From an optimization exercise on the open Yosys and OpenROAD flow, aimed at small area, a short achievable clock period and few clock cycles; shortcuts taken in it are not production practice. Function was checked by simulation only, so behaviour that the tests miss may differ from the original. Power figures rest on the tool's default switching activity, not on a simulated workload.

==> flow/design.v (excerpt) <==
module MU0(in_data, rst_n, clk,
           out_data, out_address, memrq, rnw);
Size: ~300 cells after synthesis, roughly 48 I/O pins, about 0.0027 mm² of cells after synthesis.
==> flow/config.mk <==
export PLATFORM = sky130hd
export DESIGN_NAME = MU0
export DESIGN_NICKNAME = MU0
export VERILOG_FILES = /design/flow/design.v
export SDC_FILE = /design/flow/constraint.sdc
export NUM_CORES = 4
export LEC_CHECK = 0
export ABC_AREA = 1
export CAP_MARGIN = 20
export CORE_MARGIN = 2
export CORE_UTILIZATION = 40
export SETUP_SLACK_MARGIN = 1.6
export SLEW_MARGIN = 20
==> flow/constraint.sdc <==
create_clock -name core_clock -period 4.5 [get_ports {clk}]
set_input_delay 0.9000 -clock core_clock [delete_from_list [all_inputs] [get_ports {clk}]]
set_output_delay 0.9000 -clock core_clock [all_outputs]
set_load 0.01 [all_outputs]
standard.sh (not shown) runs the stock make flow with config.mk's settings and CLKGATE_MAP_FILE= SYNTH_SCRIPT=/design/flow/synth_recipe.tcl, a recipe that flattens the netlist after the stock synthesis.
==> flow/flow/run.sh <==
#!/bin/bash
# The standard synthesis, then an area-recovering re-map of the
# combinational logic (flip-flops untouched), then the standard layout with
# plain buf_1 cells as the port buffers.
set -euo pipefail
R=orfs/results/$FLOW_PLATFORM/MU0/base
bash standard.sh synth > standard_synth.log 2>&1
cp $R/1_2_yosys.v orfs/1_2_yosys_standard.v
export LIB=$FLOW_HOME/platforms/$FLOW_PLATFORM/lib/sky130_fd_sc_hd__tt_025C_1v80.lib
export NETLIST_IN=orfs/1_2_yosys_standard.v NETLIST_OUT=orfs/1_2_yosys_remap.v
export ABC_SCRIPT=flow/remap.abc ABC_D=2300
YOSYS=$FLOW_HOME/../tools/install/yosys/bin/yosys
[ -x "$YOSYS" ] || YOSYS=yosys
$YOSYS -c flow/remap.tcl > remap.log 2>&1
cp orfs/1_2_yosys_remap.v $R/1_2_yosys.v
rm -f $R/1_synth.odb $R/1_synth.sdc
bash standard.sh BUFFER_PORTS_ARGS="-buffer_cell sky130_fd_sc_hd__buf_1" finish > standard.log 2>&1
==> flow/flow/remap.abc <==
strash
&get -n
&st
&syn2
&dch
&nf
&put
topo
buffer -c
upsize -c
dnsize -c
==> flow/flow/remap.tcl <==
# Re-map the combinational logic of the standard synthesis netlist with an
# area-recovering ABC script. Flip-flops are kept as they are (black boxes),
# so every register keeps its name and cell type.
yosys read_liberty -ignore_miss_func $::env(LIB)
yosys read_verilog $::env(NETLIST_IN)
yosys hierarchy -top $::env(FLOW_TOP)
yosys setattr -mod -set blackbox 1 sky130_fd_sc_hd__dfxtp_1
yosys flatten
yosys opt_clean -purge
yosys abc -liberty $::env(LIB) -dont_use sky130_fd_sc_hd__lpflow_bleeder_1 -dont_use sky130_fd_sc_hd__lpflow_clkbufkapwr_1 -dont_use sky130_fd_sc_hd__lpflow_clkbufkapwr_16 -dont_use sky130_fd_sc_hd__lpflow_clkbufkapwr_2 -dont_use sky130_fd_sc_hd__lpflow_clkbufkapwr_4 -dont_use sky130_fd_sc_hd__lpflow_clkbufkapwr_8 -dont_use sky130_fd_sc_hd__lpflow_clkinvkapwr_1 -dont_use sky130_fd_sc_hd__lpflow_clkinvkapwr_16 -dont_use sky130_fd_sc_hd__lpflow_clkinvkapwr_2 -dont_use sky130_fd_sc_hd__lpflow_clkinvkapwr_4 -dont_use sky130_fd_sc_hd__lpflow_clkinvkapwr_8 -dont_use sky130_fd_sc_hd__lpflow_decapkapwr_12 -dont_use sky130_fd_sc_hd__lpflow_decapkapwr_3 -dont_use sky130_fd_sc_hd__lpflow_decapkapwr_4 -dont_use sky130_fd_sc_hd__lpflow_decapkapwr_6 -dont_use sky130_fd_sc_hd__lpflow_decapkapwr_8 -dont_use sky130_fd_sc_hd__lpflow_inputiso0n_1 -dont_use sky130_fd_sc_hd__lpflow_inputiso0p_1 -dont_use sky130_fd_sc_hd__lpflow_inputiso1n_1 -dont_use sky130_fd_sc_hd__lpflow_inputiso1p_1 -dont_use sky130_fd_sc_hd__lpflow_inputisolatch_1 -dont_use sky130_fd_sc_hd__lpflow_isobufsrc_1 -dont_use sky130_fd_sc_hd__lpflow_isobufsrc_16 -dont_use sky130_fd_sc_hd__lpflow_isobufsrc_2 -dont_use sky130_fd_sc_hd__lpflow_isobufsrc_4 -dont_use sky130_fd_sc_hd__lpflow_isobufsrc_8 -dont_use sky130_fd_sc_hd__lpflow_isobufsrckapwr_16 -dont_use sky130_fd_sc_hd__lpflow_lsbuf_lh_hl_isowell_tap_1 -dont_use sky130_fd_sc_hd__lpflow_lsbuf_lh_hl_isowell_tap_2 -dont_use sky130_fd_sc_hd__lpflow_lsbuf_lh_hl_isowell_tap_4 -dont_use sky130_fd_sc_hd__lpflow_lsbuf_lh_isowell_4 -dont_use sky130_fd_sc_hd__lpflow_lsbuf_lh_isowell_tap_1 -dont_use sky130_fd_sc_hd__lpflow_lsbuf_lh_isowell_tap_2 -dont_use sky130_fd_sc_hd__lpflow_lsbuf_lh_isowell_tap_4 -dont_use sky130_fd_sc_hd__probe_p_8 -dont_use sky130_fd_sc_hd__probec_p_8  -script $::env(ABC_SCRIPT) -D $::env(ABC_D)
yosys opt_clean -purge
yosys hilomap -singleton -hicell sky130_fd_sc_hd__conb_1 HI -locell sky130_fd_sc_hd__conb_1 LO
yosys splitnets
yosys opt_clean -purge
yosys insbuf -buf sky130_fd_sc_hd__buf_4 A X
yosys check
yosys stat -liberty $::env(LIB)
yosys write_verilog -noattr -noexpr -nohex -nodec $::env(NETLIST_OUT)
Testbench counts at the start, summed over its fixed seeds: cycles 33,132.
Then changed:
--- a/flow/flow/run.sh
+++ b/flow/flow/run.sh
@@ -10,3 +10,3 @@
 export NETLIST_IN=orfs/1_2_yosys_standard.v NETLIST_OUT=orfs/1_2_yosys_remap.v
-export ABC_SCRIPT=flow/remap.abc ABC_D=2300
+export ABC_SCRIPT=flow/remap.abc ABC_D=2000
 YOSYS=$FLOW_HOME/../tools/install/yosys/bin/yosys
==> flow/flow/remap.abc (replaced) <==
strash
dch
map -D 2000
topo
buffer -c
upsize -c
dnsize -c
- SETUP_SLACK_MARGIN: 1.6 -> 2.0
Effect: Power rises by about 2.7%; critical path depth came out higher by 1; worst hold slack gains 0.019 ns.
Then changed:
--- a/flow/flow/run.sh
+++ b/flow/flow/run.sh
@@ -10,3 +10,3 @@
 export NETLIST_IN=orfs/1_2_yosys_standard.v NETLIST_OUT=orfs/1_2_yosys_remap.v
-export ABC_SCRIPT=flow/remap.abc ABC_D=2000
+export ABC_SCRIPT=flow/remap.abc ABC_D=2300
 YOSYS=$FLOW_HOME/../tools/install/yosys/bin/yosys
==> flow/flow/remap.abc (replaced) <==
strash
&get -n
&st
&syn2
&dch
&nf
&put
topo
buffer -c
upsize -c
dnsize -c
- SETUP_SLACK_MARGIN: 2.0 -> 1.8
Flip-flop and latch count stays the same.
Worst hold slack got worse by 0.019 ns.
Wire length came out lower by 16%.
Setup slack degrades by 0.26 ns.
Sequential power barely changes.
Via count goes down by about 20%.
Count of clock-buffer cells in the layout does not change.
Synthesized cell count drops by 30%.
Power is lower by 0.57%.
Global-route usage came out lower by 0.61 points.
Register-to-register slack loses 0.11 ns.
Then changed:
--- a/flow/flow/run.sh
+++ b/flow/flow/run.sh
@@ -10,3 +10,3 @@
 export NETLIST_IN=orfs/1_2_yosys_standard.v NETLIST_OUT=orfs/1_2_yosys_remap.v
-export ABC_SCRIPT=flow/remap.abc ABC_D=2300
+export ABC_SCRIPT=flow/remap.abc ABC_D=1800
 YOSYS=$FLOW_HOME/../tools/install/yosys/bin/yosys
==> flow/flow/remap.abc (replaced) <==
strash
dch
map -D 1800
topo
buffer -c
upsize -c
dnsize -c
- SETUP_SLACK_MARGIN: 1.8 -> 2.2
=>
- cell count is higher by 39%
- total power decreases by 0.57%
- via count went up by 33%
Then changed:
--- a/flow/flow/run.sh
+++ b/flow/flow/run.sh
@@ -10,3 +10,3 @@
 export NETLIST_IN=orfs/1_2_yosys_standard.v NETLIST_OUT=orfs/1_2_yosys_remap.v
-export ABC_SCRIPT=flow/remap.abc ABC_D=1800
+export ABC_SCRIPT=flow/remap.abc ABC_D=2300
 YOSYS=$FLOW_HOME/../tools/install/yosys/bin/yosys
==> flow/flow/remap.abc (replaced) <==
strash
&get -n
&st
&syn2
&dch
&nf
&put
topo
buffer -c
upsize -c
dnsize -c
- SETUP_SLACK_MARGIN: 2.2 -> 2.0
Effect: The changed run completed with no timing, DRC or antenna violations; power goes down by about 3.2%; critical path depth drops by 4; first-iteration DRC count is lower by 16%.

afterwards: timing with drivers on the ports:
In the flow no input, the clock included, has a driving cell. The finished layouts below were timed again as built, in two steps. Step 1 (the two cells are an assumption about what drives the block):
set clk [get_ports {clk}]
set_driving_cell -lib_cell sky130_fd_sc_hd__clkbuf_16 $clk
set_driving_cell -lib_cell sky130_fd_sc_hd__buf_2 [delete_from_list [all_inputs] $clk]
Step 2 adds t to the input delays and takes it off the output delays; t is the mean of the earliest and latest rising clock arrival at the registers after step 1. Input paths then give back, and output paths get back, about the clock's delay inside the block. Slacks: ideal ports / drivers / drivers and shift; pairs: ideal ports / drivers.
run | t, ns | setup WS [ns] | hold WS [ns] | worst setup path at the end | slew at the worst register clock pin (ns)
the first run | 0.328 | 1.765 / 1.770 / 1.442 | 0.452 / 0.452 / 0.452 | input to register | 0.09 / 0.09
the second run | 0.330 | 2.114 / 2.118 / 1.788 | 0.471 / 0.471 / 0.471 | input to register | 0.09 / 0.09
the third run | 0.334 | 1.852 / 1.844 / 1.511 | 0.452 / 0.452 / 0.452 | input to register | 0.10 / 0.10
the fourth run | 0.330 | 2.198 / 2.166 / 1.836 | 0.468 / 0.468 / 0.468 | input to register | 0.10 / 0.10
the fifth run | 0.327 | 1.906 / 1.884 / 1.557 | 0.452 / 0.452 / 0.452 | input to register | 0.10 / 0.10
After both steps setup and hold are still met in every run listed. The setup slack of the fourth run, which loses most, moves by -0.032 ns with the drivers and by -0.362 ns with both steps.
